Background: an optimization exercise with open tools, aiming at small area. Do not read the settings as production practice. The RTL was checked by simulation tests, not by an equivalence proof against the original design.

==> flow/design.v <==
module cordic_B(
input 						clk,
input 						rst_n,
input	signed [31:0]		x,
input	signed [31:0]		y,
input						start,
input						start1,
output 	reg signed[31:0]	angle,
output 	wire signed[31:0]	anglef
);
parameter angle_0 = 32'd2949120;		 
parameter angle_1 = 32'd1740992;      
parameter angle_2 = 32'd919872;       
parameter angle_3 = 32'd466944;       
parameter angle_4 = 32'd234368;       
parameter angle_5 = 32'd117312;      
parameter angle_6 = 32'd58688;       
parameter angle_7 = 32'd29312;       
parameter angle_8 = 32'd14656;       
parameter angle_9 = 32'd7360;       
parameter angle_10 = 32'd3648;       
parameter angle_11 = 32'd1856;	     
parameter angle_12 = 32'd896;       
parameter angle_13 = 32'd448;       
parameter angle_14 = 32'd256;       
parameter angle_15 = 32'd128;       
parameter pipeline = 16;
reg signed 	[31:0] 		x0,y0,z0;
reg signed 	[31:0] 		x1,y1,z1;
reg signed 	[31:0] 		x2,y2,z2;
reg signed 	[31:0] 		x3,y3,z3;
reg signed 	[31:0] 		x4,y4,z4;
reg signed 	[31:0] 		x5,y5,z5;
reg signed 	[31:0] 		x6,y6,z6;
reg signed 	[31:0] 		x7,y7,z7;
reg signed 	[31:0] 		x8,y8,z8;
reg signed 	[31:0] 		x9,y9,z9;
reg signed 	[31:0] 		x10,y10,z10;
reg signed 	[31:0] 		x11,y11,z11;
reg signed 	[31:0] 		x12,y12,z12;
reg signed 	[31:0] 		x13,y13,z13;
reg signed 	[31:0] 		x14,y14,z14;
reg signed 	[31:0] 		x15,y15,z15;
reg signed 	[31:0] 		x16,y16,z16;
reg signed [31:0] x_processed;
reg signed [31:0] y_processed;
reg [1:0] xy_sign;
wire signed [31:0] xf;
wire finished1;
wire aftertreatx_y;
wire signed [31:0] yf;
reg first_block_done;
always @(posedge clk or negedge rst_n) begin
  if (!rst_n) begin
    xy_sign <= 2'b00;
    x_processed <= 32'h0;
    y_processed <= 32'h0;
    first_block_done <= 1'b0;
  end else if (start) begin
    if (x < 0 && y < 0) begin
      xy_sign <= 2'b11;
      x_processed <= -x;
      y_processed <= -y;
    end else if (y < 0 && x > 0) begin
      xy_sign <= 2'b01;
      x_processed <= x;
      y_processed <= -y;
    end else if (y > 0 && x < 0) begin
      xy_sign <= 2'b10;
      x_processed <= -x;
      y_processed <= y;
    end else begin
      xy_sign <= 2'b00;
      x_processed <= x;
      y_processed <= y;
    end
    first_block_done <= 1'b1;
  end
end
assign xf = x_processed;
assign yf = y_processed; 
assign finished1 = first_block_done;
assign aftertreatx_y = xy_sign;
reg  [4:0]           count;
always@(posedge clk or negedge rst_n)begin
	if(!rst_n)
		count <= 'b0;
	else if(finished1)begin
		if(count != 5'd18)
			count <= count + 1'b1;
		else 
			count <= count;
	end
end
wire finished2;
assign finished2 = (count == 5'd18)?1'b1:1'b0;
always@(posedge clk or negedge rst_n)begin
	if(!rst_n)begin
		x0 <= 'b0;
		y0 <= 'b0;
		z0 <= 'b0;
	end
	else begin
		x0 <= xf<<<16;
		y0 <= yf<<<16;
		z0 <= 'b0;
	end
end 
always@(posedge clk or negedge rst_n)begin 
	if(!rst_n)begin
		x1 <= 'b0;
		y1 <= 'b0;
		z1 <= 'b0;
	end
	else if(!y0[31]) begin					
		x1 <= x0 + y0;
		y1 <= y0 - x0;
		z1 <= z0 + angle_0;
	end
	else begin
		x1 <= x0 - y0;
		y1 <= y0 + x0;
		z1 <= z0 - angle_0;		
	end
end 
always@(posedge clk or negedge rst_n)begin 
	if(!rst_n)begin
		x2 <= 'b0;
		y2 <= 'b0;
		z2 <= 'b0;
	end
	else if(!y1[31]) begin
		x2 <= x1 + (y1>>>1);
		y2 <= y1 - (x1>>>1);
		z2 <= z1 + angle_1;
	end
	else begin
		x2 <= x1 - (y1>>>1);
		y2 <= y1 + (x1>>>1);
		z2 <= z1 - angle_1;	
	end
end 
always@(posedge clk or negedge rst_n)begin 
	if(!rst_n)begin
		x3 <= 'b0;
		y3 <= 'b0;
		z3 <= 'b0;
	end
	else if(!y2[31]) begin
		x3 <= x2 + (y2>>>2);
		y3 <= y2 - (x2>>>2);
		z3 <= z2 + angle_2;
	end
	else begin
		x3 <= x2 - (y2>>>2);
		y3 <= y2 + (x2>>>2);
		z3 <= z2 - angle_2;	
	end
end 
always@(posedge clk or negedge rst_n)begin 
	if(!rst_n)begin
		x4 <= 'b0;
		y4 <= 'b0;
		z4 <= 'b0;
	end
	else if(!y3[31]) begin
		x4 <= x3 + (y3>>>3);
		y4 <= y3 - (x3>>>3);
		z4 <= z3 + angle_3;
	end
	else begin
		x4 <= x3 - (y3>>>3);
		y4 <= y3 + (x3>>>3);
		z4 <= z3 - angle_3;	
	end
end 
always@(posedge clk or negedge rst_n)begin 
	if(!rst_n)begin
		x5 <= 'b0;
		y5 <= 'b0;
		z5 <= 'b0;
	end
	else if(!y4[31]) begin
		x5 <= x4 + (y4>>>4);
		y5 <= y4 - (x4>>>4);
		z5 <= z4 + angle_4;
	end
	else begin
		x5 <= x4 - (y4>>>4);
		y5 <= y4 + (x4>>>4);
		z5 <= z4 - angle_4;	
	end
end 
always@(posedge clk or negedge rst_n)begin 
	if(!rst_n)begin
		x6 <= 'b0;
		y6 <= 'b0;
		z6 <= 'b0;
	end
	else if(!y5[31]) begin
		x6 <= x5 + (y5>>>5);
		y6 <= y5 - (x5>>>5);
		z6 <= z5 + angle_5;
	end
	else begin
		x6 <= x5 - (y5>>>5);
		y6 <= y5 + (x5>>>5);
		z6 <= z5 - angle_5;	
	end
end 
always@(posedge clk or negedge rst_n)begin 
	if(!rst_n)begin
		x7 <= 'b0;
		y7 <= 'b0;
		z7 <= 'b0;
	end
	else if(!y6[31]) begin
		x7 <= x6 + (y6>>>6);
		y7 <= y6 - (x6>>>6);
		z7 <= z6 + angle_6;
	end
	else begin
		x7 <= x6 - (y6>>>6);
		y7 <= y6 + (x6>>>6);
		z7 <= z6 - angle_6;	
	end
end 
always@(posedge clk or negedge rst_n)begin 
	if(!rst_n)begin
		x8 <= 'b0;
		y8 <= 'b0;
		z8 <= 'b0;
	end
	else if(!y7[31]) begin
		x8 <= x7 + (y7>>>7);
		y8 <= y7 - (x7>>>7);
		z8 <= z7 + angle_7;
	end
	else begin
		x8 <= x7 - (y7>>>7);
		y8 <= y7 + (x7>>>7);
		z8 <= z7 - angle_7;	
	end
end 
always@(posedge clk or negedge rst_n)begin 
	if(!rst_n)begin
		x9 <= 'b0;
		y9 <= 'b0;
		z9 <= 'b0;
	end
	else if(!y8[31]) begin
		x9 <= x8 + (y8>>>8);
		y9 <= y8 - (x8>>>8);
		z9 <= z8 + angle_8;
	end
	else begin
		x9 <= x8 - (y8>>>8);
		y9 <= y8 + (x8>>>8);
		z9 <= z8 - angle_8;	
	end
end 
always@(posedge clk or negedge rst_n)begin 
	if(!rst_n)begin
		x10 <= 'b0;
		y10 <= 'b0;
		z10 <= 'b0;
	end
	else if(!y9[31]) begin
		x10 <= x9 + (y9>>>9);
		y10 <= y9 - (x9>>>9);
		z10 <= z9 + angle_9;
	end
	else begin
		x10 <= x9 - (y9>>>9);
		y10 <= y9 + (x9>>>9);
		z10 <= z9 - angle_9;	
	end
end 
always@(posedge clk or negedge rst_n)begin 
	if(!rst_n)begin
		x11 <= 'b0;
		y11 <= 'b0;
		z11 <= 'b0;
	end
	else if(!y10[31]) begin
		x11 <= x10 + (y10>>>10);
		y11 <= y10 - (x10>>>10);
		z11 <= z10 + angle_10;
	end
	else begin
		x11 <= x10 - (y10>>>10);
		y11 <= y10 + (x10>>>10);
		z11 <= z10 - angle_10;	
	end
end 
always@(posedge clk or negedge rst_n)begin 
	if(!rst_n)begin
		x12 <= 'b0;
		y12 <= 'b0;
		z12 <= 'b0;
	end
	else if(!y11[31]) begin
		x12 <= x11 + (y11>>>11);
		y12 <= y11 - (x11>>>11);
		z12 <= z11 + angle_11;
	end
	else begin
		x12 <= x11 - (y11>>>11);
		y12 <= y11 + (x11>>>11);
		z12 <= z11 - angle_11;	
	end
end 
always@(posedge clk or negedge rst_n)begin 
	if(!rst_n)begin
		x13 <= 'b0;
		y13 <= 'b0;
		z13 <= 'b0;
	end
	else if(!y12[31]) begin
		x13 <= x12 + (y12>>>12);
		y13 <= y12 - (x12>>>12);
		z13 <= z12 + angle_12;
	end
	else begin
		x13 <= x12 - (y12>>>12);
		y13 <= y12 + (x12>>>12);
		z13 <= z12 - angle_12;	
	end
end 
always@(posedge clk or negedge rst_n)begin 
	if(!rst_n)begin
		x14 <= 'b0;
		y14 <= 'b0;
		z14 <= 'b0;
	end
	else if(!y13[31]) begin
		x14 <= x13 + (y13>>>13);
		y14 <= y13 - (x13>>>13);
		z14 <= z13 + angle_13;
	end
	else begin
		x14 <= x13 - (y13>>>13);
		y14 <= y13 + (x13>>>13);
		z14 <= z13 - angle_13;	
	end
end 
always@(posedge clk or negedge rst_n)begin 
	if(!rst_n)begin
		x15 <= 'b0;
		y15 <= 'b0;
		z15 <= 'b0;
	end
	else if(!y14[31]) begin
		x15 <= x14 + (y14>>>14);
		y15 <= y14 - (x14>>>14);
		z15 <= z14 + angle_14;
	end
	else begin
		x15 <= x14 - (y14>>>14);
		y15 <= y14 + (x14>>>14);
		z15 <= z14 - angle_14;	
	end
end 
always@(posedge clk or negedge rst_n)begin 
	if(!rst_n)begin
		x16 <= 'b0;
		y16 <= 'b0;
		z16 <= 'b0;
	end
	else if(!y15[31]) begin
		x16 <= x15 + (y15>>>15);
		y16 <= y15 - (x15>>>15);
		z16 <= z15 + angle_15;
	end
	else begin
		x16 <= x15 - (y15>>>15);
		y16 <= y15 + (x15>>>15);
		z16 <= z15 - angle_15;	
	end
end 
always@(posedge clk or negedge rst_n)begin
	if(!rst_n)begin
		angle <= 'b0;
	end
	else begin
		angle <= z16>>>16;
	end
end 
reg signed [31:0] angle_processed;
always @(posedge clk or negedge rst_n) begin
  if (!rst_n) begin
    angle_processed <= 32'h0;
  end else if (start) begin
    if (x < 0 && y < 0) begin
       angle_processed <= -angle;
    end else if (y < 0 && x > 0) begin
	   angle_processed <= -angle;
    end else if (y > 0 && x < 0) begin
       angle_processed <= -angle;
    end else begin
       angle_processed <= angle;
    end
  end
end
assign anglef = angle_processed;
endmodule
==> flow/run.sh <==
#!/bin/bash
# synth_recipe.tcl (not shown) runs the flow's synth.tcl, then flattens the netlist and writes it again
# the make line also repeats each setting of config.mk as NAME=value (left out here)
make -C /OpenROAD-flow-scripts/flow DESIGN_CONFIG=/design/flow/config.mk WORK_HOME=/design/flow/orfs CLKGATE_MAP_FILE= SYNTH_SCRIPT=/design/flow/synth_recipe.tcl finish
==> flow/config.mk <==
export PLATFORM = sky130hd
export DESIGN_NAME = cordic_B
export DESIGN_NICKNAME = cordic_B
export VERILOG_FILES = /design/flow/design.v
export SDC_FILE = /design/flow/constraint.sdc
export NUM_CORES = 4
export LEC_CHECK = 0
export CAP_MARGIN = 20
export CORE_MARGIN = 2
export CORE_UTILIZATION = 40
export PLACE_DENSITY = 0.6
export SLEW_MARGIN = 20
==> flow/constraint.sdc <==
create_clock -name core_clock -period 6.0 [get_ports {clk}]
set_input_delay 1.2000 -clock core_clock [delete_from_list [all_inputs] [get_ports {clk}]]
set_output_delay 1.2000 -clock core_clock [all_outputs]
set_load 0.01 [all_outputs]
==> flow_summary.json <==
{
  "cts_tree": "done",
  "start_util": 0.403,
  "placed_area_um2": 101000,
  "wl_per_cell_um": 17.9,
  "n_fill_cell": 22700,
  "yosysTopAreaCell": "dfrtp_1",
  "vias_per_cell": 5.48,
  "finalCriticalPeriod_ps": 5090,
  "clk_latency_ps": 790,
  "slew_viol_final": 0,
  "io_buffers": 130,
  "drtPass1Iterations": 6,
  "hold_violations": 0,
  "drt-total-wl_um": 251000,
  "clock_path_buffers": 3,
  "num_vias": 76700,
  "grt_max_degree": 146,
  "synthMostInstantiatedCell": "dfrtp_1",
  "final_core_util": 0.445,
  "path_delay_family": "compound AO/OA/AOI/OAI gates",
  "max_freq_ghz": 0.197,
  "overflow": 0,
  "postCtsSetupRepairBufs": 0,
  "path_cells": "inv_1 -> ha_1 -> nand2b_1 -> or4_1 -> nor3b_1 -> nand2_1 -> nor2_1 -> nor2_1 -> xnor2_1 -> ha_1 -> a21o_1 -> a21o_1 -> a21o_1 -> a21o_1 -> a21oi_1 -> o21ai_0 -> a311oi_1 -> o21ai_0 -> a21oi_1 -> xnor2_1",
  "cts_buffers": 142,
  "post-route-period-util": 0.848,
  "place_congestion": 0.949,
  "path_class": "reg -> reg",
  "synth_edf_count": 0,
  "drc": 0,
  "die_w_um": 493,
  "antenna_found_initial": 5,
  "worst_slew_pin_slew_ps": 1080,
  "relSlewSlack": 0.268,
  "path_common_cell": "a21o_1",
  "yosysWarningCount": 1,
  "core_um2": 238000,
  "ys_types": 111,
  "nets": 12000,
  "async_flop_share": 1.00,
  "synth_area_leaders": "dfrtp_1, ha_1, xnor2_1, a21oi_1, xor2_1",
  "critPathMaxFanout": 7,
  "startpoint_type": "register",
  "hold_buffers": 0,
  "fin_area_um2": 106000,
  "synth.cell_area_um2": 95800,
  "cts_sinks": 1240,
  "worst_path_largest_cell_delay_ps": 620,
  "cp_slowest_cell": "a311oi_1",
  "multi_input_area_um2": 62300,
  "syn_nets": 11800,
  "rows": 179,
  "synth.avg_cell_area_um2": 9.08,
  "die_area_um2": 244000,
  "dp_hpwl_um": 199000,
  "netlist_instances": 10600,
  "synth.ff_latch_count": 1240,
  "status": "complete, no violations",
  "place_ws_ps": 1030,
  "hold_class": "reg -> reg",
  "synth_ff_type": "dfrtp_1",
  "cts.clk_slew.worst_paths_ps": 60,
  "maxCapViolations": 0,
  "rsz0062_at_grt": "false",
  "netlist.area_leader.share": 0.324,
  "crit_path_end_kind": "register",
  "die_y_um": 493,
  "finClkSkew_ps": 24.9,
  "ant_nets": 0,
  "ios": 132,
  "cts_root_buffer": "clkbuf_16",
  "yosysSeqAreaShare": 0.324,
  "arrival_ps": 5780,
  "synth_top_cells_by_count": "dfrtp_1, ha_1, a21oi_1",
  "fin_tns_setup_ps": 0,
  "cts-resized-gates": 0,
  "grt_usage": 0.203,
  "setup_ws_ps": 912,
  "seqCellArea_um2": 31000,
  "syn2layout_area_growth_pct": 10.5,
  "crit_buf_inv": 1,
  "grt_pass1_wl_um": 405000,
  "htree_num_levels": 4,
  "required_ps": 6700,
  "grt_pass1_vias": 75400,
  "drive_gt1_frac": 0.0421,
  "drt-initial-drc-count": 4735,
  "setup_viol": 0
}
-- through the flow --
step	std cells	hold slack [ps]
global route	14000	354
detailed placement	13700	336
global placement	13700	334
floorplan	10600	331
CTS	14000	343
finish	14000	348
-- worst paths after layout --
path	startpoint	endpoint	slack, ps	cells after the start
max	y7[7]$_DFF_PN0_	x8[31]$_DFF_PN0_	910	20
min	z16[24]$_DFF_PN0_	angle[8]$_DFF_PN0_	350	0
max reg2reg	y7[7]$_DFF_PN0_	x8[31]$_DFF_PN0_	910	20
min reg2reg	z16[24]$_DFF_PN0_	angle[8]$_DFF_PN0_	350	0
max in group asynchronous	rst_n	y10[31]$_DFF_PN0_	4130	2
min in group asynchronous	rst_n	y14[23]$_DFF_PN0_	360	1
-- placed cells by master, fill, tap and decap left out, drive strengths merged, types with 98 or more instances in the layout --
cell type and count:
dfrtp 1240, ha 1181, a21oi 1091, nor2 1023, xnor2 942, nand2 559, xor2 539, a21o 485
inv 485, o21ai 467, nor3 285, clkbuf 195, nand3 163, o21bai 161, nor2b 154, nand2b 142
clkdlybuf4s50 128, o21a 123, a31oi 117, and3 98
-- layer usage --
metal  GRT usage  share of wire
met5           0        0.00013
met4      0.0624          0.030
met3      0.0245          0.035
met2       0.347           0.48
met1       0.266           0.45
-- logic make-up (layout without fill, tap and decap cells) --
family | Yosys count | after routing | synth area share
buffers and inverters | 662 | 931 | 0.0267
muxes | 62 | 62 | 0.00698
and+or+nand+nor | 2893 | 2893 | 0.145
xor gates and xnor gates | 1481 | 1481 | 0.135
adders and majority gates | 1222 | 1222 | 0.163
DFF | 1240 | 1240 | 0.324
AOI/OAI and AO/OA | 2993 | 2993 | 0.199
other | 1 | 6 | 0.0000391
-- area by class of cell --
class                   instances  share of cell area
multi-input cells            8652               0.588
flip-flops and latches       1240               0.293
well taps                    3167              0.0374
diodes                          5            0.000118
clock inverters                65             0.00763
clock buffers                 195              0.0388
inverters                     477              0.0169
repair buffers                194              0.0181

## what the ideal ports hide
In the flow no input, the clock included, has a driving cell. The finished layout below was timed again as built, in two steps. Step 1 assumes that a clkbuf_16 drives the clock port and a buf_2 every other input. Step 2 moves the port delays by t, midway between the first and last clock arrival at a register: inputs arrive t later, outputs are due t later. That takes back most of the time a late clock gives input paths. Three values: ideal ports, drivers, drivers and shift; two values: the first two.
t (ns): 0.869
setup WS [ns]: 0.912 / 0.912 / 0.912
slew at the worst register clock pin (ns): 0.07 / 0.07
After both steps this run still meets setup and hold. For this run, drivers alone change the setup slack by 0.000 ns; drivers and shift together by 0.000 ns.
